Source: an optimization exercise on an open RTL-to-GDS flow (aim: small area). Production flows keep margins and buffers that such runs may drop. No run shown here included a check of the RTL's function; only the layout flow was run. Power and IR drop assume default switching activity.

===== flow/design.v =====
`timescale 1ns / 1ps
module alu32_top(
    input  wire        clk,
    input  wire [31:0] a,
    input  wire [31:0] b,
    input  wire [2:0]  op_code,
    output reg  [32:0] result,
    output reg         zero_flag,
    output reg         control_flag
    );
    reg  [31:0] a_q, b_q;
    reg  [2:0]  op_q;
    wire [32:0] alu_result;
    wire        alu_zero, alu_control;
    always @(posedge clk) begin
        a_q  <= a;
        b_q  <= b;
        op_q <= op_code;
        result       <= alu_result;
        zero_flag    <= alu_zero;
        control_flag <= alu_control;
    end
    ALU_8_Bit #(.WIDTH(32)) u_alu (
        .A(a_q),
        .B(b_q),
        .op_code(op_q),
        .result(alu_result),
        .zero_flag(alu_zero),
        .control_flag(alu_control)
    );
endmodule

`timescale 1ns / 1ps
module ALU_8_Bit #(parameter WIDTH = 8) (A, B, op_code, result, zero_flag, control_flag);
    input  [WIDTH-1:0] A, B;
    input  [2:0] op_code;
    output zero_flag, control_flag;
    output [WIDTH:0] result;
    wire inv, ar, nar, kp, kg, nkp, nkg, op_add, op_sub, op_gt, op_eq, op_lt;
    alu_decode u_dec (.op(op_code), .inv(inv), .ar(ar), .nar(nar), .kp(kp), .kg(kg),
        .nkp(nkp), .nkg(nkg), .op_add(op_add), .op_sub(op_sub), .op_gt(op_gt),
        .op_eq(op_eq), .op_lt(op_lt));
    wire [31:0] bx;    
    wire [31:0] pp;    
    wire [31:0] gg;    
    wire [31:0] sx;    
    wire [31:0] lt;    
    wire [31:0] r;
    wire [32:0] cc;      
    assign cc[0] = inv;
    alu_xor2 u_bx0 (.a(B[0]), .b(inv), .y(bx[0]));
    alu_ha u_ha0 (.a(A[0]), .b(bx[0]), .s(pp[0]), .c(gg[0]));
    alu_a21oi u_c0 (.a1(pp[0]), .a2(cc[0]), .b1(gg[0]), .y(cc[1]));
    alu_xor2 u_bx1 (.a(B[1]), .b(inv), .y(bx[1]));
    alu_xnor2 u_np1 (.a(A[1]), .b(bx[1]), .y(pp[1]));
    alu_nand2 u_ng1 (.a(A[1]), .b(bx[1]), .y(gg[1]));
    alu_o21ai u_c1 (.a1(pp[1]), .a2(cc[1]), .b1(gg[1]), .y(cc[2]));
    alu_xor2 u_bx2 (.a(B[2]), .b(inv), .y(bx[2]));
    alu_ha u_ha2 (.a(A[2]), .b(bx[2]), .s(pp[2]), .c(gg[2]));
    alu_a21oi u_c2 (.a1(pp[2]), .a2(cc[2]), .b1(gg[2]), .y(cc[3]));
    alu_xor2 u_bx3 (.a(B[3]), .b(inv), .y(bx[3]));
    alu_xnor2 u_np3 (.a(A[3]), .b(bx[3]), .y(pp[3]));
    alu_nand2 u_ng3 (.a(A[3]), .b(bx[3]), .y(gg[3]));
    alu_o21ai u_c3 (.a1(pp[3]), .a2(cc[3]), .b1(gg[3]), .y(cc[4]));
    alu_xor2 u_bx4 (.a(B[4]), .b(inv), .y(bx[4]));
    alu_ha u_ha4 (.a(A[4]), .b(bx[4]), .s(pp[4]), .c(gg[4]));
    alu_a21oi u_c4 (.a1(pp[4]), .a2(cc[4]), .b1(gg[4]), .y(cc[5]));
    alu_xor2 u_bx5 (.a(B[5]), .b(inv), .y(bx[5]));
    alu_xnor2 u_np5 (.a(A[5]), .b(bx[5]), .y(pp[5]));
    alu_nand2 u_ng5 (.a(A[5]), .b(bx[5]), .y(gg[5]));
    alu_o21ai u_c5 (.a1(pp[5]), .a2(cc[5]), .b1(gg[5]), .y(cc[6]));
    alu_xor2 u_bx6 (.a(B[6]), .b(inv), .y(bx[6]));
    alu_ha u_ha6 (.a(A[6]), .b(bx[6]), .s(pp[6]), .c(gg[6]));
    alu_a21oi u_c6 (.a1(pp[6]), .a2(cc[6]), .b1(gg[6]), .y(cc[7]));
    alu_xor2 u_bx7 (.a(B[7]), .b(inv), .y(bx[7]));
    alu_xnor2 u_np7 (.a(A[7]), .b(bx[7]), .y(pp[7]));
    alu_nand2 u_ng7 (.a(A[7]), .b(bx[7]), .y(gg[7]));
    alu_o21ai u_c7 (.a1(pp[7]), .a2(cc[7]), .b1(gg[7]), .y(cc[8]));
    alu_xor2 u_bx8 (.a(B[8]), .b(inv), .y(bx[8]));
    alu_ha u_ha8 (.a(A[8]), .b(bx[8]), .s(pp[8]), .c(gg[8]));
    alu_xor2 u_bx9 (.a(B[9]), .b(inv), .y(bx[9]));
    alu_xnor2 u_np9 (.a(A[9]), .b(bx[9]), .y(pp[9]));
    alu_nand2 u_ng9 (.a(A[9]), .b(bx[9]), .y(gg[9]));
    alu_xor2 u_bx10 (.a(B[10]), .b(inv), .y(bx[10]));
    alu_ha u_ha10 (.a(A[10]), .b(bx[10]), .s(pp[10]), .c(gg[10]));
    alu_xor2 u_bx11 (.a(B[11]), .b(inv), .y(bx[11]));
    alu_xnor2 u_np11 (.a(A[11]), .b(bx[11]), .y(pp[11]));
    alu_nand2 u_ng11 (.a(A[11]), .b(bx[11]), .y(gg[11]));
    wire P8, G8, x8a, x8b, x8c, q8;
    alu_inv u_x8a (.a(gg[8]), .y(x8a));
    alu_o21ai u_x8b (.a1(pp[9]), .a2(x8a), .b1(gg[9]), .y(x8b));
    alu_a21oi u_x8c (.a1(pp[10]), .a2(x8b), .b1(gg[10]), .y(x8c));
    alu_o21ai u_G8 (.a1(pp[11]), .a2(x8c), .b1(gg[11]), .y(G8));
    alu_nand2 u_q8 (.a(pp[8]), .b(pp[10]), .y(q8));
    alu_nor3 u_P8 (.a(q8), .b(pp[9]), .c(pp[11]), .y(P8));
    alu_a21oi u_c8 (.a1(pp[8]), .a2(cc[8]), .b1(gg[8]), .y(cc[9]));
    alu_o21ai u_c9 (.a1(pp[9]), .a2(cc[9]), .b1(gg[9]), .y(cc[10]));
    alu_a21oi u_c10 (.a1(pp[10]), .a2(cc[10]), .b1(gg[10]), .y(cc[11]));
    alu_a21oi u_gc8 (.a1(P8), .a2(cc[8]), .b1(G8), .y(cc[12]));
    alu_xor2 u_bx12 (.a(B[12]), .b(inv), .y(bx[12]));
    alu_xnor2 u_np12 (.a(A[12]), .b(bx[12]), .y(pp[12]));
    alu_nand2 u_ng12 (.a(A[12]), .b(bx[12]), .y(gg[12]));
    alu_xor2 u_bx13 (.a(B[13]), .b(inv), .y(bx[13]));
    alu_ha u_ha13 (.a(A[13]), .b(bx[13]), .s(pp[13]), .c(gg[13]));
    alu_xor2 u_bx14 (.a(B[14]), .b(inv), .y(bx[14]));
    alu_xnor2 u_np14 (.a(A[14]), .b(bx[14]), .y(pp[14]));
    alu_nand2 u_ng14 (.a(A[14]), .b(bx[14]), .y(gg[14]));
    alu_xor2 u_bx15 (.a(B[15]), .b(inv), .y(bx[15]));
    alu_ha u_ha15 (.a(A[15]), .b(bx[15]), .s(pp[15]), .c(gg[15]));
    wire P12, G12, x12a, x12b, x12c, q12;
    alu_inv u_x12a (.a(gg[12]), .y(x12a));
    alu_a21oi u_x12b (.a1(pp[13]), .a2(x12a), .b1(gg[13]), .y(x12b));
    alu_o21ai u_x12c (.a1(pp[14]), .a2(x12b), .b1(gg[14]), .y(x12c));
    alu_a21oi u_G12 (.a1(pp[15]), .a2(x12c), .b1(gg[15]), .y(G12));
    alu_nor2 u_q12 (.a(pp[12]), .b(pp[14]), .y(q12));
    alu_nand3 u_P12 (.a(q12), .b(pp[13]), .c(pp[15]), .y(P12));
    alu_o21ai u_c12 (.a1(pp[12]), .a2(cc[12]), .b1(gg[12]), .y(cc[13]));
    alu_a21oi u_c13 (.a1(pp[13]), .a2(cc[13]), .b1(gg[13]), .y(cc[14]));
    alu_o21ai u_c14 (.a1(pp[14]), .a2(cc[14]), .b1(gg[14]), .y(cc[15]));
    alu_o21ai u_gc12 (.a1(P12), .a2(cc[12]), .b1(G12), .y(cc[16]));
    alu_xor2 u_bx16 (.a(B[16]), .b(inv), .y(bx[16]));
    alu_ha u_ha16 (.a(A[16]), .b(bx[16]), .s(pp[16]), .c(gg[16]));
    alu_xor2 u_bx17 (.a(B[17]), .b(inv), .y(bx[17]));
    alu_xnor2 u_np17 (.a(A[17]), .b(bx[17]), .y(pp[17]));
    alu_nand2 u_ng17 (.a(A[17]), .b(bx[17]), .y(gg[17]));
    alu_xor2 u_bx18 (.a(B[18]), .b(inv), .y(bx[18]));
    alu_ha u_ha18 (.a(A[18]), .b(bx[18]), .s(pp[18]), .c(gg[18]));
    alu_xor2 u_bx19 (.a(B[19]), .b(inv), .y(bx[19]));
    alu_xnor2 u_np19 (.a(A[19]), .b(bx[19]), .y(pp[19]));
    alu_nand2 u_ng19 (.a(A[19]), .b(bx[19]), .y(gg[19]));
    wire P16, G16, x16a, x16b, x16c, q16;
    alu_inv u_x16a (.a(gg[16]), .y(x16a));
    alu_o21ai u_x16b (.a1(pp[17]), .a2(x16a), .b1(gg[17]), .y(x16b));
    alu_a21oi u_x16c (.a1(pp[18]), .a2(x16b), .b1(gg[18]), .y(x16c));
    alu_o21ai u_G16 (.a1(pp[19]), .a2(x16c), .b1(gg[19]), .y(G16));
    alu_nand2 u_q16 (.a(pp[16]), .b(pp[18]), .y(q16));
    alu_nor3 u_P16 (.a(q16), .b(pp[17]), .c(pp[19]), .y(P16));
    alu_a21oi u_c16 (.a1(pp[16]), .a2(cc[16]), .b1(gg[16]), .y(cc[17]));
    alu_o21ai u_c17 (.a1(pp[17]), .a2(cc[17]), .b1(gg[17]), .y(cc[18]));
    alu_a21oi u_c18 (.a1(pp[18]), .a2(cc[18]), .b1(gg[18]), .y(cc[19]));
    alu_a21oi u_gc16 (.a1(P16), .a2(cc[16]), .b1(G16), .y(cc[20]));
    alu_xor2 u_bx20 (.a(B[20]), .b(inv), .y(bx[20]));
    alu_xnor2 u_np20 (.a(A[20]), .b(bx[20]), .y(pp[20]));
    alu_nand2 u_ng20 (.a(A[20]), .b(bx[20]), .y(gg[20]));
    alu_xor2 u_bx21 (.a(B[21]), .b(inv), .y(bx[21]));
    alu_ha u_ha21 (.a(A[21]), .b(bx[21]), .s(pp[21]), .c(gg[21]));
    alu_xor2 u_bx22 (.a(B[22]), .b(inv), .y(bx[22]));
    alu_xnor2 u_np22 (.a(A[22]), .b(bx[22]), .y(pp[22]));
    alu_nand2 u_ng22 (.a(A[22]), .b(bx[22]), .y(gg[22]));
    alu_xor2 u_bx23 (.a(B[23]), .b(inv), .y(bx[23]));
    alu_ha u_ha23 (.a(A[23]), .b(bx[23]), .s(pp[23]), .c(gg[23]));
    wire P20, G20, x20a, x20b, x20c, q20;
    alu_inv u_x20a (.a(gg[20]), .y(x20a));
    alu_a21oi u_x20b (.a1(pp[21]), .a2(x20a), .b1(gg[21]), .y(x20b));
    alu_o21ai u_x20c (.a1(pp[22]), .a2(x20b), .b1(gg[22]), .y(x20c));
    alu_a21oi u_G20 (.a1(pp[23]), .a2(x20c), .b1(gg[23]), .y(G20));
    alu_nor2 u_q20 (.a(pp[20]), .b(pp[22]), .y(q20));
    alu_nand3 u_P20 (.a(q20), .b(pp[21]), .c(pp[23]), .y(P20));
    alu_o21ai u_c20 (.a1(pp[20]), .a2(cc[20]), .b1(gg[20]), .y(cc[21]));
    alu_a21oi u_c21 (.a1(pp[21]), .a2(cc[21]), .b1(gg[21]), .y(cc[22]));
    alu_o21ai u_c22 (.a1(pp[22]), .a2(cc[22]), .b1(gg[22]), .y(cc[23]));
    alu_o21ai u_gc20 (.a1(P20), .a2(cc[20]), .b1(G20), .y(cc[24]));
    alu_xor2 u_bx24 (.a(B[24]), .b(inv), .y(bx[24]));
    alu_ha u_ha24 (.a(A[24]), .b(bx[24]), .s(pp[24]), .c(gg[24]));
    alu_xor2 u_bx25 (.a(B[25]), .b(inv), .y(bx[25]));
    alu_xnor2 u_np25 (.a(A[25]), .b(bx[25]), .y(pp[25]));
    alu_nand2 u_ng25 (.a(A[25]), .b(bx[25]), .y(gg[25]));
    alu_xor2 u_bx26 (.a(B[26]), .b(inv), .y(bx[26]));
    alu_ha u_ha26 (.a(A[26]), .b(bx[26]), .s(pp[26]), .c(gg[26]));
    alu_xor2 u_bx27 (.a(B[27]), .b(inv), .y(bx[27]));
    alu_xnor2 u_np27 (.a(A[27]), .b(bx[27]), .y(pp[27]));
    alu_nand2 u_ng27 (.a(A[27]), .b(bx[27]), .y(gg[27]));
    wire P24, G24, x24a, x24b, x24c, q24;
    alu_inv u_x24a (.a(gg[24]), .y(x24a));
    alu_o21ai u_x24b (.a1(pp[25]), .a2(x24a), .b1(gg[25]), .y(x24b));
    alu_a21oi u_x24c (.a1(pp[26]), .a2(x24b), .b1(gg[26]), .y(x24c));
    alu_o21ai u_G24 (.a1(pp[27]), .a2(x24c), .b1(gg[27]), .y(G24));
    alu_nand2 u_q24 (.a(pp[24]), .b(pp[26]), .y(q24));
    alu_nor3 u_P24 (.a(q24), .b(pp[25]), .c(pp[27]), .y(P24));
    alu_a21oi u_c24 (.a1(pp[24]), .a2(cc[24]), .b1(gg[24]), .y(cc[25]));
    alu_o21ai u_c25 (.a1(pp[25]), .a2(cc[25]), .b1(gg[25]), .y(cc[26]));
    alu_a21oi u_c26 (.a1(pp[26]), .a2(cc[26]), .b1(gg[26]), .y(cc[27]));
    alu_a21oi u_gc24 (.a1(P24), .a2(cc[24]), .b1(G24), .y(cc[28]));
    alu_xor2 u_bx28 (.a(B[28]), .b(inv), .y(bx[28]));
    alu_xnor2 u_np28 (.a(A[28]), .b(bx[28]), .y(pp[28]));
    alu_nand2 u_ng28 (.a(A[28]), .b(bx[28]), .y(gg[28]));
    alu_xor2 u_bx29 (.a(B[29]), .b(inv), .y(bx[29]));
    alu_ha u_ha29 (.a(A[29]), .b(bx[29]), .s(pp[29]), .c(gg[29]));
    alu_xor2 u_bx30 (.a(B[30]), .b(inv), .y(bx[30]));
    alu_xnor2 u_np30 (.a(A[30]), .b(bx[30]), .y(pp[30]));
    alu_nand2 u_ng30 (.a(A[30]), .b(bx[30]), .y(gg[30]));
    alu_xor2 u_bx31 (.a(B[31]), .b(inv), .y(bx[31]));
    alu_ha u_ha31 (.a(A[31]), .b(bx[31]), .s(pp[31]), .c(gg[31]));
    wire P28, G28, x28a, x28b, x28c, q28;
    alu_inv u_x28a (.a(gg[28]), .y(x28a));
    alu_a21oi u_x28b (.a1(pp[29]), .a2(x28a), .b1(gg[29]), .y(x28b));
    alu_o21ai u_x28c (.a1(pp[30]), .a2(x28b), .b1(gg[30]), .y(x28c));
    alu_a21oi u_G28 (.a1(pp[31]), .a2(x28c), .b1(gg[31]), .y(G28));
    alu_nor2 u_q28 (.a(pp[28]), .b(pp[30]), .y(q28));
    alu_nand3 u_P28 (.a(q28), .b(pp[29]), .c(pp[31]), .y(P28));
    alu_o21ai u_c28 (.a1(pp[28]), .a2(cc[28]), .b1(gg[28]), .y(cc[29]));
    alu_a21oi u_c29 (.a1(pp[29]), .a2(cc[29]), .b1(gg[29]), .y(cc[30]));
    alu_o21ai u_c30 (.a1(pp[30]), .a2(cc[30]), .b1(gg[30]), .y(cc[31]));
    alu_o21ai u_gc28 (.a1(P28), .a2(cc[28]), .b1(G28), .y(cc[32]));
    alu_xnor2 u_s0 (.a(pp[0]), .b(cc[0]), .y(sx[0]));
    alu_a22oi u_l0 (.a1(pp[0]), .a2(kp), .b1(gg[0]), .b2(kg), .y(lt[0]));
    alu_xor2 u_s1 (.a(pp[1]), .b(cc[1]), .y(sx[1]));
    alu_o22ai u_l1 (.a1(pp[1]), .a2(nkp), .b1(gg[1]), .b2(nkg), .y(lt[1]));
    alu_xnor2 u_s2 (.a(pp[2]), .b(cc[2]), .y(sx[2]));
    alu_a22oi u_l2 (.a1(pp[2]), .a2(kp), .b1(gg[2]), .b2(kg), .y(lt[2]));
    alu_xor2 u_s3 (.a(pp[3]), .b(cc[3]), .y(sx[3]));
    alu_o22ai u_l3 (.a1(pp[3]), .a2(nkp), .b1(gg[3]), .b2(nkg), .y(lt[3]));
    alu_xnor2 u_s4 (.a(pp[4]), .b(cc[4]), .y(sx[4]));
    alu_a22oi u_l4 (.a1(pp[4]), .a2(kp), .b1(gg[4]), .b2(kg), .y(lt[4]));
    alu_xor2 u_s5 (.a(pp[5]), .b(cc[5]), .y(sx[5]));
    alu_o22ai u_l5 (.a1(pp[5]), .a2(nkp), .b1(gg[5]), .b2(nkg), .y(lt[5]));
    alu_xnor2 u_s6 (.a(pp[6]), .b(cc[6]), .y(sx[6]));
    alu_a22oi u_l6 (.a1(pp[6]), .a2(kp), .b1(gg[6]), .b2(kg), .y(lt[6]));
    alu_xor2 u_s7 (.a(pp[7]), .b(cc[7]), .y(sx[7]));
    alu_o22ai u_l7 (.a1(pp[7]), .a2(nkp), .b1(gg[7]), .b2(nkg), .y(lt[7]));
    alu_xnor2 u_s8 (.a(pp[8]), .b(cc[8]), .y(sx[8]));
    alu_a22oi u_l8 (.a1(pp[8]), .a2(kp), .b1(gg[8]), .b2(kg), .y(lt[8]));
    alu_xor2 u_s9 (.a(pp[9]), .b(cc[9]), .y(sx[9]));
    alu_o22ai u_l9 (.a1(pp[9]), .a2(nkp), .b1(gg[9]), .b2(nkg), .y(lt[9]));
    alu_xnor2 u_s10 (.a(pp[10]), .b(cc[10]), .y(sx[10]));
    alu_a22oi u_l10 (.a1(pp[10]), .a2(kp), .b1(gg[10]), .b2(kg), .y(lt[10]));
    alu_xor2 u_s11 (.a(pp[11]), .b(cc[11]), .y(sx[11]));
    alu_o22ai u_l11 (.a1(pp[11]), .a2(nkp), .b1(gg[11]), .b2(nkg), .y(lt[11]));
    alu_xor2 u_s12 (.a(pp[12]), .b(cc[12]), .y(sx[12]));
    alu_o22ai u_l12 (.a1(pp[12]), .a2(nkp), .b1(gg[12]), .b2(nkg), .y(lt[12]));
    alu_xnor2 u_s13 (.a(pp[13]), .b(cc[13]), .y(sx[13]));
    alu_a22oi u_l13 (.a1(pp[13]), .a2(kp), .b1(gg[13]), .b2(kg), .y(lt[13]));
    alu_xor2 u_s14 (.a(pp[14]), .b(cc[14]), .y(sx[14]));
    alu_o22ai u_l14 (.a1(pp[14]), .a2(nkp), .b1(gg[14]), .b2(nkg), .y(lt[14]));
    alu_xnor2 u_s15 (.a(pp[15]), .b(cc[15]), .y(sx[15]));
    alu_a22oi u_l15 (.a1(pp[15]), .a2(kp), .b1(gg[15]), .b2(kg), .y(lt[15]));
    alu_xnor2 u_s16 (.a(pp[16]), .b(cc[16]), .y(sx[16]));
    alu_a22oi u_l16 (.a1(pp[16]), .a2(kp), .b1(gg[16]), .b2(kg), .y(lt[16]));
    alu_xor2 u_s17 (.a(pp[17]), .b(cc[17]), .y(sx[17]));
    alu_o22ai u_l17 (.a1(pp[17]), .a2(nkp), .b1(gg[17]), .b2(nkg), .y(lt[17]));
    alu_xnor2 u_s18 (.a(pp[18]), .b(cc[18]), .y(sx[18]));
    alu_a22oi u_l18 (.a1(pp[18]), .a2(kp), .b1(gg[18]), .b2(kg), .y(lt[18]));
    alu_xor2 u_s19 (.a(pp[19]), .b(cc[19]), .y(sx[19]));
    alu_o22ai u_l19 (.a1(pp[19]), .a2(nkp), .b1(gg[19]), .b2(nkg), .y(lt[19]));
    alu_xor2 u_s20 (.a(pp[20]), .b(cc[20]), .y(sx[20]));
    alu_o22ai u_l20 (.a1(pp[20]), .a2(nkp), .b1(gg[20]), .b2(nkg), .y(lt[20]));
    alu_xnor2 u_s21 (.a(pp[21]), .b(cc[21]), .y(sx[21]));
    alu_a22oi u_l21 (.a1(pp[21]), .a2(kp), .b1(gg[21]), .b2(kg), .y(lt[21]));
    alu_xor2 u_s22 (.a(pp[22]), .b(cc[22]), .y(sx[22]));
    alu_o22ai u_l22 (.a1(pp[22]), .a2(nkp), .b1(gg[22]), .b2(nkg), .y(lt[22]));
    alu_xnor2 u_s23 (.a(pp[23]), .b(cc[23]), .y(sx[23]));
    alu_a22oi u_l23 (.a1(pp[23]), .a2(kp), .b1(gg[23]), .b2(kg), .y(lt[23]));
    alu_xnor2 u_s24 (.a(pp[24]), .b(cc[24]), .y(sx[24]));
    alu_a22oi u_l24 (.a1(pp[24]), .a2(kp), .b1(gg[24]), .b2(kg), .y(lt[24]));
    alu_xor2 u_s25 (.a(pp[25]), .b(cc[25]), .y(sx[25]));
    alu_o22ai u_l25 (.a1(pp[25]), .a2(nkp), .b1(gg[25]), .b2(nkg), .y(lt[25]));
    alu_xnor2 u_s26 (.a(pp[26]), .b(cc[26]), .y(sx[26]));
    alu_a22oi u_l26 (.a1(pp[26]), .a2(kp), .b1(gg[26]), .b2(kg), .y(lt[26]));
    alu_xor2 u_s27 (.a(pp[27]), .b(cc[27]), .y(sx[27]));
    alu_o22ai u_l27 (.a1(pp[27]), .a2(nkp), .b1(gg[27]), .b2(nkg), .y(lt[27]));
    alu_xor2 u_s28 (.a(pp[28]), .b(cc[28]), .y(sx[28]));
    alu_o22ai u_l28 (.a1(pp[28]), .a2(nkp), .b1(gg[28]), .b2(nkg), .y(lt[28]));
    alu_xnor2 u_s29 (.a(pp[29]), .b(cc[29]), .y(sx[29]));
    alu_a22oi u_l29 (.a1(pp[29]), .a2(kp), .b1(gg[29]), .b2(kg), .y(lt[29]));
    alu_xor2 u_s30 (.a(pp[30]), .b(cc[30]), .y(sx[30]));
    alu_o22ai u_l30 (.a1(pp[30]), .a2(nkp), .b1(gg[30]), .b2(nkg), .y(lt[30]));
    alu_xnor2 u_s31 (.a(pp[31]), .b(cc[31]), .y(sx[31]));
    alu_a22oi u_l31 (.a1(pp[31]), .a2(kp), .b1(gg[31]), .b2(kg), .y(lt[31]));
    wire eq, hi, cmp, ncmp;
    alu_and #(.N(14), .INV(14'b10101010101010)) u_eq (.a({pp[7], pp[6], pp[5], pp[4], pp[3], pp[2], pp[1], pp[0], P28, P24, P20, P16, P12, P8}), .y(eq));
    alu_flags #(.CINV(0)) u_fl (.ci(cc[32]), .eq(eq), .op_add(op_add), .op_sub(op_sub), .op_gt(op_gt),
        .op_eq(op_eq), .op_lt(op_lt), .hi(hi), .cmp(cmp), .ncmp(ncmp));
    alu_o211ai u_r0 (.a1(sx[0]), .a2(nar), .b1(lt[0]), .c1(ncmp), .y(r[0]));
    alu_a21o u_r1 (.a1(sx[1]), .a2(ar), .b1(lt[1]), .y(r[1]));
    alu_o21ai u_r2 (.a1(sx[2]), .a2(nar), .b1(lt[2]), .y(r[2]));
    alu_a21o u_r3 (.a1(sx[3]), .a2(ar), .b1(lt[3]), .y(r[3]));
    alu_o21ai u_r4 (.a1(sx[4]), .a2(nar), .b1(lt[4]), .y(r[4]));
    alu_a21o u_r5 (.a1(sx[5]), .a2(ar), .b1(lt[5]), .y(r[5]));
    alu_o21ai u_r6 (.a1(sx[6]), .a2(nar), .b1(lt[6]), .y(r[6]));
    alu_a21o u_r7 (.a1(sx[7]), .a2(ar), .b1(lt[7]), .y(r[7]));
    alu_o21ai u_r8 (.a1(sx[8]), .a2(nar), .b1(lt[8]), .y(r[8]));
    alu_a21o u_r9 (.a1(sx[9]), .a2(ar), .b1(lt[9]), .y(r[9]));
    alu_o21ai u_r10 (.a1(sx[10]), .a2(nar), .b1(lt[10]), .y(r[10]));
    alu_a21o u_r11 (.a1(sx[11]), .a2(ar), .b1(lt[11]), .y(r[11]));
    alu_a21o u_r12 (.a1(sx[12]), .a2(ar), .b1(lt[12]), .y(r[12]));
    alu_o21ai u_r13 (.a1(sx[13]), .a2(nar), .b1(lt[13]), .y(r[13]));
    alu_a21o u_r14 (.a1(sx[14]), .a2(ar), .b1(lt[14]), .y(r[14]));
    alu_o21ai u_r15 (.a1(sx[15]), .a2(nar), .b1(lt[15]), .y(r[15]));
    alu_o21ai u_r16 (.a1(sx[16]), .a2(nar), .b1(lt[16]), .y(r[16]));
    alu_a21o u_r17 (.a1(sx[17]), .a2(ar), .b1(lt[17]), .y(r[17]));
    alu_o21ai u_r18 (.a1(sx[18]), .a2(nar), .b1(lt[18]), .y(r[18]));
    alu_a21o u_r19 (.a1(sx[19]), .a2(ar), .b1(lt[19]), .y(r[19]));
    alu_a21o u_r20 (.a1(sx[20]), .a2(ar), .b1(lt[20]), .y(r[20]));
    alu_o21ai u_r21 (.a1(sx[21]), .a2(nar), .b1(lt[21]), .y(r[21]));
    alu_a21o u_r22 (.a1(sx[22]), .a2(ar), .b1(lt[22]), .y(r[22]));
    alu_o21ai u_r23 (.a1(sx[23]), .a2(nar), .b1(lt[23]), .y(r[23]));
    alu_o21ai u_r24 (.a1(sx[24]), .a2(nar), .b1(lt[24]), .y(r[24]));
    alu_a21o u_r25 (.a1(sx[25]), .a2(ar), .b1(lt[25]), .y(r[25]));
    alu_o21ai u_r26 (.a1(sx[26]), .a2(nar), .b1(lt[26]), .y(r[26]));
    alu_a21o u_r27 (.a1(sx[27]), .a2(ar), .b1(lt[27]), .y(r[27]));
    alu_a21o u_r28 (.a1(sx[28]), .a2(ar), .b1(lt[28]), .y(r[28]));
    alu_o21ai u_r29 (.a1(sx[29]), .a2(nar), .b1(lt[29]), .y(r[29]));
    alu_a21o u_r30 (.a1(sx[30]), .a2(ar), .b1(lt[30]), .y(r[30]));
    alu_o21ai u_r31 (.a1(sx[31]), .a2(nar), .b1(lt[31]), .y(r[31]));
    assign result = {hi, r};
    assign control_flag = hi;
    wire ze;
    alu_nor #(.N(11)) u_zlo (.a(r[11:1]), .y(ze));
    wire zp0;
    alu_nor2 u_zp0 (.a(r[12]), .b(r[13]), .y(zp0));
    wire zp1;
    alu_nor2 u_zp1 (.a(r[14]), .b(r[15]), .y(zp1));
    wire zp2;
    alu_nor2 u_zp2 (.a(r[16]), .b(r[17]), .y(zp2));
    wire zp3;
    alu_nor2 u_zp3 (.a(r[18]), .b(r[19]), .y(zp3));
    wire zp4;
    alu_nor2 u_zp4 (.a(r[20]), .b(r[21]), .y(zp4));
    wire zp5;
    alu_nor2 u_zp5 (.a(r[22]), .b(r[23]), .y(zp5));
    wire zp6;
    alu_nor2 u_zp6 (.a(r[24]), .b(r[25]), .y(zp6));
    wire zp7;
    alu_nor2 u_zp7 (.a(r[26]), .b(r[27]), .y(zp7));
    wire zp8;
    alu_nor2 u_zp8 (.a(r[28]), .b(r[29]), .y(zp8));
    wire zp9;
    alu_nor2 u_zp9 (.a(r[30]), .b(r[31]), .y(zp9));
    wire zp10;
    alu_nor2 u_zp10 (.a(hi), .b(r[0]), .y(zp10));
    wire zn0;
    alu_nand #(.N(4)) u_zn0 (.a({ze, zp0, zp1, zp2}), .y(zn0));
    wire zn1;
    alu_nand #(.N(4)) u_zn1 (.a({zp3, zp4, zp5, zp6}), .y(zn1));
    wire zn2;
    alu_nand #(.N(4)) u_zn2 (.a({zp7, zp8, zp9, zp10}), .y(zn2));
    alu_nor #(.N(3)) u_z (.a({zn0, zn1, zn2}), .y(zero_flag));
endmodule
module alu_xor2 (input a, input b, output y);
    assign y = a ^ b;
endmodule
module alu_xnor2 (input a, input b, output y);
    assign y = ~(a ^ b);
endmodule
module alu_ha (input a, input b, output s, output c);
    assign s = a ^ b;
    assign c = a & b;
endmodule
module alu_nand2 (input a, input b, output y);
    assign y = ~(a & b);
endmodule
module alu_nor2 (input a, input b, output y);
    assign y = ~(a | b);
endmodule
module alu_nor3 (input a, input b, input c, output y);
    assign y = ~(a | b | c);
endmodule
module alu_nand3 (input a, input b, input c, output y);
    assign y = ~(a & b & c);
endmodule
module alu_inv (input a, output y);
    assign y = ~a;
endmodule
module alu_a21oi (input a1, input a2, input b1, output y);
    assign y = ~((a1 & a2) | b1);
endmodule
module alu_o21ai (input a1, input a2, input b1, output y);
    assign y = ~((a1 | a2) & b1);
endmodule
module alu_a21o (input a1, input a2, input b1, output y);
    assign y = (a1 & a2) | b1;
endmodule
module alu_a22oi (input a1, input a2, input b1, input b2, output y);
    assign y = ~((a1 & a2) | (b1 & b2));
endmodule
module alu_o22ai (input a1, input a2, input b1, input b2, output y);
    assign y = ~((a1 | a2) & (b1 | b2));
endmodule
module alu_o211ai (input a1, input a2, input b1, input c1, output y);
    assign y = ~((a1 | a2) & b1 & c1);
endmodule
module alu_a211o (input a1, input a2, input b1, input c1, output y);
    assign y = (a1 & a2) | b1 | c1;
endmodule
module alu_and #(parameter N = 8, parameter [N-1:0] INV = 0) (input [N-1:0] a, output y);
    assign y = &(a ^ INV);
endmodule
module alu_nor #(parameter N = 8) (input [N-1:0] a, output y);
    assign y = ~|a;
endmodule
module alu_nand #(parameter N = 4) (input [N-1:0] a, output y);
    assign y = ~&a;
endmodule
module alu_decode (input [2:0] op, output inv, output ar, output nar, output kp, output kg,
                   output nkp, output nkg, output op_add, output op_sub, output op_gt,
                   output op_eq, output op_lt);
    assign op_add = (op == 3'b000);
    assign op_sub = (op == 3'b001);
    assign op_gt  = (op == 3'b010);
    assign op_eq  = (op == 3'b011);
    assign op_lt  = (op == 3'b100);
    assign inv = op_sub | op_gt | op_eq | op_lt;
    assign ar  = op_add | op_sub;
    assign nar = ~ar;
    assign kp  = (op == 3'b110) | (op == 3'b111);
    assign kg  = (op == 3'b101) | (op == 3'b110);
    assign nkp = ~kp;
    assign nkg = ~kg;
endmodule
module alu_flags #(parameter CINV = 0) (input ci, input eq, input op_add, input op_sub, input op_gt, input op_eq,
                  input op_lt, output hi, output cmp, output ncmp);
    wire co = ci ^ CINV;
    assign hi = (op_add & co) | (op_sub & ~co);
    assign cmp = (op_gt & co & ~eq) | (op_eq & eq) | (op_lt & ~co);
    assign ncmp = ~cmp;
endmodule

===== flow/flow/run.sh =====
#!/bin/bash
# Standard ORFS layout with these changes: the port buffers use the smallest buffer cell;
# every combinational cell is put at its smallest drive strength after floorplanning (the
# repair steps then size up only what timing needs); clock tree synthesis adds no dummy
# loads; power recovery downsizes non-critical cells after global routing.
set -euo pipefail
W=$(pwd)
bash standard.sh BUFFER_PORTS_ARGS="-buffer_cell sky130_fd_sc_hd__buf_1" \
  POST_FLOORPLAN_TCL="$W/flow/downsize.tcl" \
  CTS_ARGS="-sink_clustering_enable -repair_clock_nets -dont_use_dummy_load" \
  RECOVER_POWER=100 finish > make_finish.log 2>&1

===== flow/flow/downsize.tcl =====
# POST_FLOORPLAN hook: put every combinational cell at the smallest drive strength of its
# family; the later repair steps size up what timing needs.
set n 0
foreach inst [[ord::get_db_block] getInsts] {
  set m [$inst getMaster]
  set name [$m getName]
  if {![regexp {^(sky130_fd_sc_hd__[a-z0-9]+)_([0-9]+)$} $name -> base sz]} { continue }
  if {[string match {*df*} $base] || [string match {*clk*} $base] || [string match {*tap*} $base]
      || [string match {*conb*} $base] || [string match {*dl*} $base]} { continue }
  set best ""
  set best_a 1e9
  foreach lc [get_lib_cells ${base}_*] {
    set ln [get_name $lc]
    if {![regexp "^${base}_\[0-9\]+\$" $ln]} { continue }
    if {[get_property $lc dont_use]} { continue }
    set a [get_property $lc area]
    if {$a < $best_a} { set best_a $a; set best $ln }
  }
  if {$best ne "" && $best ne $name} {
    $inst swapMaster [[ord::get_db] findMaster $best]
    incr n
  }
}
puts "downsize: replaced $n cells"

===== flow/standard.sh =====
#!/bin/bash
# synth_recipe.tcl (not shown) runs the flow's synth.tcl, then flattens the netlist and writes it again
# the make line also repeats each setting of config.mk as NAME=value (left out here)
make -C /OpenROAD-flow-scripts/flow DESIGN_CONFIG=/design/flow/config.mk WORK_HOME=/design/flow/orfs CLKGATE_MAP_FILE= SYNTH_SCRIPT=/design/flow/synth_recipe.tcl "${@:-finish}"

===== flow/config.mk =====
export PLATFORM = sky130hd
export DESIGN_NAME = alu32_top
export DESIGN_NICKNAME = alu32_top
export VERILOG_FILES = /design/flow/design.v
export SDC_FILE = /design/flow/constraint.sdc
export NUM_CORES = 4
export LEC_CHECK = 0
export CAP_MARGIN = 20
export CORE_MARGIN = 2
export CORE_UTILIZATION = 40
export SLEW_MARGIN = 20
export SYNTH_HIERARCHICAL = 1
export SYNTH_MINIMUM_KEEP_SIZE = 0

===== flow/constraint.sdc =====
create_clock -name core_clock -period 5.0 [get_ports {clk}]
set_input_delay 1.0000 -clock core_clock [delete_from_list [all_inputs] [get_ports {clk}]]
set_output_delay 1.0000 -clock core_clock [all_outputs]
set_load 0.01 [all_outputs]

==> summary.md, run 1 <==
| Metric | Value |
|---|---|
| Status | `finished clean` |
| Ant. Diodes | `0` |
| Avg Cell Area, Syn | `10.8 um^2` |
| Final design utilization | `0.472` |
| Root Driver | `clkbuf_8` |
| Clk sinks | `102` |
| Power Total | `0.00187 W` |
| First-pass DRT Iterations | `5` |
| Drt wl/cell | `14.6 um` |
| First-pass GRT wire length | `15.2 mm` |
| Logic pwr share | `0.295` |
| FP Rows | `37` |
| Synthesis Warnings | `7` |
| Vias | `3276` |
| R2R Path End | `zero_flag$_DFF_P_` |
| Clock power share | `0.210` |
| DIE AREA | `0.0114 mm^2` |
| Number of max-cap violations | `0` |
| GRT Total Usage | `0.174` |
| P_int | `0.00129 W` |
| Power per cell area | `385 mW/mm^2` |
| Core ar. | `0.0103 mm^2` |
| Sequential share of power | `0.495` |
| # IOs | `103` |
| Max Fclk | `218 MHz` |
| R2R setup slack | `410 ps` |
| Worst Setup EP | `zero_flag$_DFF_P_` |
| Tightest Pin Transition | `1170 ps` |
| Post-route ant nets | `0` |
| H-Tree Depth | `3` |
| Worst VDD drop | `0.000185 V` |
| Startpoint Class | `flop` |
| CTS max path bufs | `2` |
| Hold Path Class | `reg -> reg` |
| Clock Latency Late Sink | `360 ps` |
| NetSw | `0.000579 W` |
| CTS Buf Count | `9` |
| Initial DRC count | `150` |
| Overflow after GRT | `0` |
| Vias per cell | `4.99` |
| Final Max Tran Viols | `0` |
| Largest net degree at the start of global routing | `24` |
| Slew HR | `0.221` |
| Detailed Place HPWL | `6.85 mm` |
| DRT Wirelength | `9.55 mm` |
| Post-route minimum period | `4590 ps` |
| Overall die height | `107 um` |
| Worst Clk Skew | `25.3 ps` |
| Vias in the first global route | `3215` |
| Syn Inst Count | `391` |
| Clock transition at path regs | `80 ps` |
| Initial antenna violation count | `0` |
| Syn-to-layout area delta | `14.8%` |
| Post-CTS Hold Buffers | `0` |
| Final period util | `0.918` |
| Sw Share | `0.310` |
| TritonCTS clock tree | `yes` |
| CP Capture Type | `flop` |
| Layout cells sized above 1 | `0.0654` |
| # fillers | `1038` |
| Post-Synthesis Cell Area | `0.00422 mm^2` |
| RR Startpoint | `op_q[2]$_DFF_P_` |
| Final hold violations | `0` |
| Crit path DAT | `4870 ps` |
| Leak pwr | `1.95 nW` |
| Cells on worst reg2reg path | `26` |
| Worst path required time | `5280 ps` |
| IO buf count | `102` |
| Starting Density | `0.411` |
| Fin nets | `606` |
| Worst Path Class, Setup | `reg -> reg` |
| Post-place setup slack | `-219 ps` |
| Largest fanout on the critical path | `8` |
| RePlAce Congestion | `0.842` |
| Crit. Startpoint | `op_q[2]$_DFF_P_` |
| DIE WIDTH | `107 um` |
| Setup violators final | `0` |
| Syn Nets | `475` |
| DR DRC count | `0` |
| PnR worst setup slack | `409 ps` |
==> worst max-delay path, stage by stage, from the launching register on <==
cell and delay (ps):
dfxtp_1 360, buf_4 160, o21a_1 170, nor2_4 50, xor2_1 160, ha_1 310, a21oi_2 80, o21ai_1 250
a21oi_2 100, o21ai_1 230, a21oi_2 110, o21ai_0 230, a21oi_1 130, o21ai_1 210, a21oi_2 90, o21ai_1 220
a21oi_2 100, o21ai_2 200, a21oi_2 100, o21ai_1 240, a21oi_1 130, buf_4 150, xor2_1 150, a21o_1 210
nor2_1 120, nand4_1 100, nor3_1 170
==> power by group through the flow <==
stage | Clock, W | Sequential, W | Combinational [W]
after floorplan | 0 | 0.000966 | 0.000404
after global placement | 0 | 0.000942 | 0.000519
after detailed placement | 0 | 0.000943 | 0.000527
after CTS | 0.000407 | 0.000925 | 0.000534
after global routing | 0.000441 | 0.000932 | 0.000608
final | 0.000392 | 0.000924 | 0.000551
==> area by class of cell <==
class | instances | area [um^2] | area share
Inverter | 9 | 33.8 | 0.00697
Tap cell | 136 | 170 | 0.0351
Multi-Input combinational cell | 278 | 1960 | 0.405
Timing Repair Buffer | 122 | 514 | 0.106
Clock buffer | 9 | 124 | 0.0255
Sequential cell | 102 | 2040 | 0.421
==> layer usage <==
metal | part of all wire | vias to the layer above | global-route usage | routed length (um)
met5 | 0 | - | 0 | 0
met4 | 0.014 | 0 | 0.0538 | 131
met3 | 0.079 | 13 | 0.0553 | 754
met2 | 0.45 | 160 | 0.276 | 4280
met1 | 0.46 | 1468 | 0.226 | 4380
li1 | - | 1635 | - | -
==> through the flow <==
step                      hold slack, ps  cells  TNS, ps  instance area [um^2]
after detailed placement             675    643     -219                  4670
after CTS                            697    652        0                  4810
after floorplan                      616    391        0                  4240
after global placement               659    643        0                  4670
final                                694    656        0                  4850
after global routing                 687    656    -25.9                  4850
==> worst min-delay path by stage <==
stage,from,to,slack (ps),cells after the start
finish,a_q[9]$_DFF_P_,result[9]$_DFF_P_,690,3
global route,a[17],a_q[17]$_DFF_P_,690,1
CTS,a[30],a_q[30]$_DFF_P_,700,1
detailed placement,a_q[31]$_DFF_P_,result[31]$_DFF_P_,680,3
global placement,a_q[27]$_DFF_P_,result[27]$_DFF_P_,660,3
floorplan,a_q[5]$_DFF_P_,result[5]$_DFF_P_,620,3
==> layout by cell type (no fill, tap or decap), types with 19 or more instances in the layout <==
cell type / n
o21ai_0: 32
buf_1: 102
nand2_1: 22
xnor2_1: 32
a21oi_1: 19
xor2_1: 48
dfxtp_1: 102
==> registers in the layout, summed over array words and instances, names as in the netlist <==
register	count
a_q	32
op_q	3
result	33
control_flag	1
b_q	32
zero_flag	1
==> repair_timing <==
action,CTS,global route
setup buffers,0,4
endpoints found under the setup margin,1,7
resized for setup,5,12
pin swaps,0,8
==> run 2: changes to the inputs <==
--- a/flow/config.mk
+++ b/flow/config.mk
@@ -9,4 +9,5 @@
 export CORE_MARGIN = 2
 export CORE_UTILIZATION = 40
+export GPL_TIMING_DRIVEN = 0
 export SLEW_MARGIN = 20
 export SYNTH_HIERARCHICAL = 1
==> run 2 against run 1 <==
  * Largest cell class unchanged
  * Non-clock buffer count down 5
  * Maximum frequency down 4.0%
  * Count of clock-buffer cells in the layout unchanged
  * Die area unchanged
  * Largest power group unchanged
  * Critical path depth down 1
  * Combinational power up 2%
==> summary.md, run 2 <==
| Metric | Value |
|---|---|
| DRT Wirelength | `9.33 mm` |
| RePlAce Congestion | `0.775` |
| Drt wl/cell | `14.3 um` |
| FP Rows | `37` |
| Syn Inst Count | `391` |
| Final period util | `0.956` |
| # IOs | `103` |
| Non-filler cells, final | `652` |
| Synthesis Warnings | `7` |
| Number of max-cap violations | `0` |
| GRT Total Usage | `0.166` |
| Overall die height | `107 um` |
| Worst VDD drop | `0.000147 V` |
| Clock transition at path regs | `90 ps` |
| Setup violators final | `0` |
| TritonCTS clock tree | `yes` |
| Regs by FF count | `result (33), a_q (32), b_q (32)` |
| Vias per cell | `4.90` |
| First-pass GRT wire length | `14.7 mm` |
| Root Driver | `clkbuf_8` |
| Crit path DAT | `5070 ps` |
| Syn-to-layout area delta | `16.1%` |
| R2R setup slack | `220 ps` |
| H-Tree Depth | `3` |
| Slew HR | `0.239` |
| RR Startpoint | `op_q[0]$_DFF_P_` |
| R2R Path End | `zero_flag$_DFF_P_` |
| Power per cell area | `384 mW/mm^2` |
| Worst Setup EP | `zero_flag$_DFF_P_` |
| First-pass DRT Iterations | `4` |
| Initial DRC count | `111` |
| Largest net degree at the start of global routing | `19` |
| CTS max path bufs | `2` |
| Status | `finished clean` |
| Largest fanout on the critical path | `12` |
| Tightest Pin Transition | `1140 ps` |
| Max reg flops | `33` |
| Crit. Startpoint | `op_q[0]$_DFF_P_` |
| Avg Cell Area, Syn | `10.8 um^2` |
| Startpoint Class | `flop` |
| Commonest non-fill, non-tap cells in the layout | `buf_1 (103), dfxtp_1 (99), xor2_1 (49)` |
| Fin nets | `601` |
| Starting Density | `0.411` |
| Crit path top cell by count | `a21oi_2` |
| Met3 routed WL | `668 um` |
| Post-route ant nets | `0` |
| Worst Clk Skew | `23.1 ps` |
| Vias in the first global route | `3111` |
| CTS Buf Count | `9` |
| Layout cells sized above 1 | `0.0874` |
| Post-route minimum period | `4780 ps` |
| Final design utilization | `0.477` |
| Final hold violations | `0` |
| Post-CTS Hold Buffers | `0` |
| Hold Path Class | `reg -> reg` |
| Cell count after placement | `631` |
| Vias | `3196` |
| Post-Synthesis Cell Area | `0.00422 mm^2` |
| Syn Nets | `475` |
| Final Max Tran Viols | `0` |
| Initial antenna violation count | `0` |
| Worst path required time | `5290 ps` |
| IO buf count | `102` |
| Most common cell after layout, fill and taps aside | `buf_1` |
| Critical-path top delay cell | `dfxtp_4` |
| Post-place setup slack | `-1770 ps` |
| Clock Latency Late Sink | `360 ps` |
| Top reg by flops | `result` |
| Overflow after GRT | `0` |
| Max layer used | `met4` |
| Detailed Place HPWL | `6.59 mm` |
| CP Capture Type | `flop` |
| WL met2 | `4.31 mm` |
| Max Fclk | `209 MHz` |
| Clk sinks | `102` |
| Cells on worst reg2reg path | `25` |
| Worst Path Class, Setup | `reg -> reg` |
| DR DRC count | `0` |
| PnR worst setup slack | `220 ps` |
| Core ar. | `0.0103 mm^2` |
| DIE AREA | `0.0114 mm^2` |
| Leak pwr | `1.96 nW` |
| Met1 WL | `4.25 mm` |
| CP peak stage delay | `380 ps` |
| DIE WIDTH | `107 um` |
## run 2: metal layers
metal,GRT usage,vias to the layer above
met5,0,-
met4,0.0640,0
met3,0.0419,10
met2,0.268,119
met1,0.214,1438
li1,-,1629
## run 2: stage by stage
stage                     instance area, um^2  hold WS [ps]  setup TNS (ps)  total power (W)
after floorplan                          4240           616               0          0.00137
after global placement                   4550           644          -81370          0.00143
after detailed placement                 4610           667          -16690          0.00144
after CTS                                4790           685               0          0.00186
after global routing                     4900           699           -27.7          0.00200
final                                    4900           687               0          0.00188
## run 2: what timing repair did
item / CTS / global route
setup endpoints to repair: 21 / 3
pin swaps: 3 / 18
cloned: 0 / 0
endpoints found under the hold margin: 0 / 0
resized for setup: 21 / 12
buffers inserted: 2 / 10
## run 2: worst min path at each step
stage	start	to	slack, ps	cells past startpoint
5_1_grt	a[18]	a_q[18]$_DFF_P_	700	1
3_3_place_gp	a_q[19]$_DFF_P_	result[19]$_DFF_P_	640	3
2_1_floorplan	a_q[5]$_DFF_P_	result[5]$_DFF_P_	620	3
3_5_place_dp	a_q[27]$_DFF_P_	result[27]$_DFF_P_	670	3
4_1_cts	a_q[27]$_DFF_P_	result[27]$_DFF_P_	680	3
6_report	a_q[27]$_DFF_P_	result[27]$_DFF_P_	690	3
## run 2: cell type report
cell class                 count  area (um^2)
antenna                        1         2.50
buffer                         1         3.75
clock buffer                   9          124
fill                        1051         5380
inverter                       9         33.8
multi-input combinational    278         2000
sequential                   102         2050
tap                          136          170
timing repair buffer         116          515
## run 2: worst max-delay path, delay by kind of cell, from the launching register on
kind,cells,cell delay (ps)
flops,1,380
simple gates,6,940
compound gates,16,2680
fa+ha+maj,1,370
buf+inv,1,160
xor+xnor,1,160
## run 2: power by group
part	internal (W)	switching [W]	leakage (nW)
clock	0.000162	0.000237	0.0647
sequential	0.000894	0.0000310	0.858
combinational	0.000240	0.000321	1.04
total	0.00130	0.000589	1.96
==> run 3: changes to the inputs <==
--- a/flow/design.v
+++ b/flow/design.v
@@ -306,34 +306,24 @@
     assign control_flag = hi;
     wire ze;
-    alu_nor #(.N(11)) u_zlo (.a(r[11:1]), .y(ze));
+    alu_nor #(.N(19)) u_zlo (.a(r[19:1]), .y(ze));
     wire zp0;
-    alu_nor2 u_zp0 (.a(r[12]), .b(r[13]), .y(zp0));
+    alu_nor2 u_zp0 (.a(r[20]), .b(r[21]), .y(zp0));
     wire zp1;
-    alu_nor2 u_zp1 (.a(r[14]), .b(r[15]), .y(zp1));
+    alu_nor2 u_zp1 (.a(r[22]), .b(r[23]), .y(zp1));
     wire zp2;
-    alu_nor2 u_zp2 (.a(r[16]), .b(r[17]), .y(zp2));
+    alu_nor2 u_zp2 (.a(r[24]), .b(r[25]), .y(zp2));
     wire zp3;
-    alu_nor2 u_zp3 (.a(r[18]), .b(r[19]), .y(zp3));
+    alu_nor2 u_zp3 (.a(r[26]), .b(r[27]), .y(zp3));
     wire zp4;
-    alu_nor2 u_zp4 (.a(r[20]), .b(r[21]), .y(zp4));
+    alu_nor2 u_zp4 (.a(r[28]), .b(r[29]), .y(zp4));
     wire zp5;
-    alu_nor2 u_zp5 (.a(r[22]), .b(r[23]), .y(zp5));
+    alu_nor2 u_zp5 (.a(r[30]), .b(r[31]), .y(zp5));
     wire zp6;
-    alu_nor2 u_zp6 (.a(r[24]), .b(r[25]), .y(zp6));
-    wire zp7;
-    alu_nor2 u_zp7 (.a(r[26]), .b(r[27]), .y(zp7));
-    wire zp8;
-    alu_nor2 u_zp8 (.a(r[28]), .b(r[29]), .y(zp8));
-    wire zp9;
-    alu_nor2 u_zp9 (.a(r[30]), .b(r[31]), .y(zp9));
-    wire zp10;
-    alu_nor2 u_zp10 (.a(hi), .b(r[0]), .y(zp10));
+    alu_nor2 u_zp6 (.a(hi), .b(r[0]), .y(zp6));
     wire zn0;
     alu_nand #(.N(4)) u_zn0 (.a({ze, zp0, zp1, zp2}), .y(zn0));
     wire zn1;
     alu_nand #(.N(4)) u_zn1 (.a({zp3, zp4, zp5, zp6}), .y(zn1));
-    wire zn2;
-    alu_nand #(.N(4)) u_zn2 (.a({zp7, zp8, zp9, zp10}), .y(zn2));
-    alu_nor #(.N(3)) u_z (.a({zn0, zn1, zn2}), .y(zero_flag));
+    alu_nor #(.N(2)) u_z (.a({zn0, zn1}), .y(zero_flag));
 endmodule
 module alu_xor2 (input a, input b, output y);
--- a/flow/config.mk
+++ b/flow/config.mk
@@ -9,5 +9,4 @@
 export CORE_MARGIN = 2
 export CORE_UTILIZATION = 40
-export GPL_TIMING_DRIVEN = 0
 export SLEW_MARGIN = 20
 export SYNTH_HIERARCHICAL = 1
==> run 3 against run 2 <==
  * Still clean on timing, DRC and antenna
  * First-iteration DRC count up 36%
  * Synthesized cell count fell by 0.77%
  * Register-to-register slack gained 60 ps
  * Design area is 1.1% lower
  * Critical endpoint unchanged
  * Largest cell class unchanged
  * Largest power group unchanged
==> summary.md, run 3 <==
| Metric | Value |
|---|---|
| Most common cell after layout, fill and taps aside | `buf_1` |
| Drt wl/cell | `14.4 um` |
| Logic pwr share | `0.290` |
| CP Capture Type | `flop` |
| Fin nets | `602` |
| Power Total | `0.00187 W` |
| Max reg flops | `33` |
| Avg Cell Area, Syn | `10.9 um^2` |
| Clk sinks | `102` |
| Vias per cell | `4.81` |
| CTS max path bufs | `2` |
| R2R setup slack | `280 ps` |
| GRT Total Usage | `0.168` |
| Commonest non-fill, non-tap cells in the layout | `buf_1 (102), dfxtp_1 (101), xor2_1 (49)` |
| Core ar. | `0.0103 mm^2` |
| Number of max-cap violations | `0` |
| Final period util | `0.944` |
| Crit. Startpoint | `op_q[2]$_DFF_P_` |
| Critical-path top delay cell | `dfxtp_1` |
| Sw Share | `0.310` |
| Largest fanout on the critical path | `4` |
| Vias | `3137` |
| Starting Density | `0.411` |
| Overall die height | `107 um` |
| R2R Path End | `zero_flag$_DFF_P_` |
| Critical path buffers and inverters | `1` |
| Syn Inst Count | `388` |
| Final Max Tran Viols | `0` |
| Clock Latency Late Sink | `370 ps` |
| Synthesis Warnings | `7` |
| DIE AREA | `0.0114 mm^2` |
| Detailed Place HPWL | `6.93 mm` |
| Ant. Diodes | `0` |
| Syn Nets | `472` |
| Slew HR | `0.358` |
| Worst Path Class, Setup | `reg -> reg` |
| Startpoint Class | `flop` |
| Post-DP Area | `0.00467 mm^2` |
| DIE WIDTH | `107 um` |
| # IOs | `103` |
| CP peak stage delay | `360 ps` |
| Setup_tns | `0 ps` |
| Post-route minimum period | `4720 ps` |
| Fin area | `0.00485 mm^2` |
| Clock power share | `0.215` |
| Worst Hold Path Cells | `3` |
| CTS Buf Count | `9` |
| CP delay by family, top | `compound AO/OA/AOI/OAI gates` |
| RR Startpoint | `op_q[2]$_DFF_P_` |
| Tightest Pin Transition | `962 ps` |
| Hold Crit Start | `a_q[11]$_DFF_P_` |
| Status | `finished clean` |
| Top reg by flops | `result` |
| FP Rows | `37` |
| Initial antenna violation count | `0` |
| DR DRC count | `0` |
| Root Driver | `clkbuf_8` |
| Setup violators final | `0` |
| RePlAce Congestion | `0.922` |
| IO buf count | `102` |
| NetSw | `0.000580 W` |
| H-Tree Depth | `3` |
| Sequential share of power | `0.495` |
| Initial DRC count | `151` |
| Regs by FF count | `result (33), a_q (32), b_q (32)` |
| Power per cell area | `385 mW/mm^2` |
| Post-Synthesis Cell Area | `0.00422 mm^2` |
| Cells on worst reg2reg path | `26` |
| Hold endpoint | `result[11]$_DFF_P_` |
| Worst VDD drop | `0.000123 V` |
| Clock transition at path regs | `90 ps` |
| Post-route ant nets | `0` |
| TritonCTS clock tree | `yes` |
| Crit path DAT | `4980 ps` |
| DRT Wirelength | `9.36 mm` |
| Post-CTS Hold Buffers | `0` |
| Leak pwr | `1.94 nW` |
| Max Fclk | `212 MHz` |
| Overflow after GRT | `0` |
| Layout cells sized above 1 | `0.0736` |
| P_int | `0.00129 W` |
| Worst Clk Skew | `20.5 ps` |
| First-pass DRT Iterations | `4` |
| Largest net degree at the start of global routing | `23` |
| Final hold violations | `0` |
| First-pass GRT wire length | `14.7 mm` |
| Syn-to-layout area delta | `14.9%` |
| Hold Path Class | `reg -> reg` |
| Vias in the first global route | `3016` |
| Worst path required time | `5260 ps` |
run 3: layout make-up:
type / instances / area [um^2]
well taps: 136 / 170
fillers: 1011 / 5430
clock buffers: 9 / 124
flip-flops and latches: 102 / 2040
inverters: 9 / 33.8
multi-input cells: 275 / 1960
repair buffers: 121 / 518
run 3: what timing repair did:
action | 4_1_cts | 5_1_grt
gates resized for setup | 5 | 16
setup buffers | 0 | 2
pin swaps | 0 | 3
cloned | 0 | 0
endpoints found under the setup margin | 5 | 7
run 3: how the worst max path moves through the flow:
stage                              endpoint  slack (ps)  cells after the start
after detailed placement  zero_flag$_DFF_P_        -310                     25
after floorplan           zero_flag$_DFF_P_          60                     26
final                     zero_flag$_DFF_P_         280                     26
after global placement    zero_flag$_DFF_P_         -30                     25
after global routing      zero_flag$_DFF_P_         -30                     24
after CTS                 zero_flag$_DFF_P_          20                     25
run 3: per-stage QoR:
step                      utilization  cells  hold slack [ps]  worst slack, ps
after detailed placement        0.455    641              660             -309
final                           0.472    652              677              278
after floorplan                     -    388              616             59.2
after CTS                       0.468    650              679             16.3
after global routing            0.472    652              695            -26.3
after global placement          0.455    641              648            -27.5
run 3: power by group through the flow:
stage,registers [W],clock network (W),logic (W)
5_1_grt,0.000932,0.000444,0.000597
6_report,0.000925,0.000401,0.000542
4_1_cts,0.000926,0.000417,0.000525
3_3_place_gp,0.000944,0,0.000515
3_5_place_dp,0.000944,0,0.000519
2_1_floorplan,0.000966,0,0.000402
run 3: metal layers:
layer | GRT usage | vias to the layer above | share of wire
li1 | - | 1626 | -
met1 | 0.218 | 1414 | 0.47
met2 | 0.267 | 83 | 0.46
met3 | 0.0371 | 14 | 0.042
met4 | 0.0779 | 0 | 0.025
met5 | 0 | - | 0
run 3: tightest hold or removal path, delay by kind of cell (launching register included):
kind,cells,cell delay [ps]
AOI/OAI and AO/OA,2,220
DFF,1,330
and+or+nand+nor,1,80

## re-timing with driven ports
How much do the figures lean on ideal ports? The routed layouts below were timed once more, with nothing changed but the port constraints.
Step 1 assumes that a clkbuf_16 drives the clock port and a buf_2 every other input.
Step 2, shift: input delay + t, output delay - t, t = (earliest + latest rising clock arrival at the registers) / 2. This alone moves slack from input paths to output paths.
Three values: ideal ports, drivers, drivers and shift; two values: the first two.
run | t, ns | setup WS [ns] | worst setup path after step 2
run 1 | 0.383 | 0.409 / 0.409 / 0.409 | register to register
run 2 | 0.378 | 0.220 / 0.220 / 0.220 | register to register
run 3 | 0.387 | 0.278 / 0.278 / 0.278 | register to register
After both steps setup and hold are still met in every run listed.
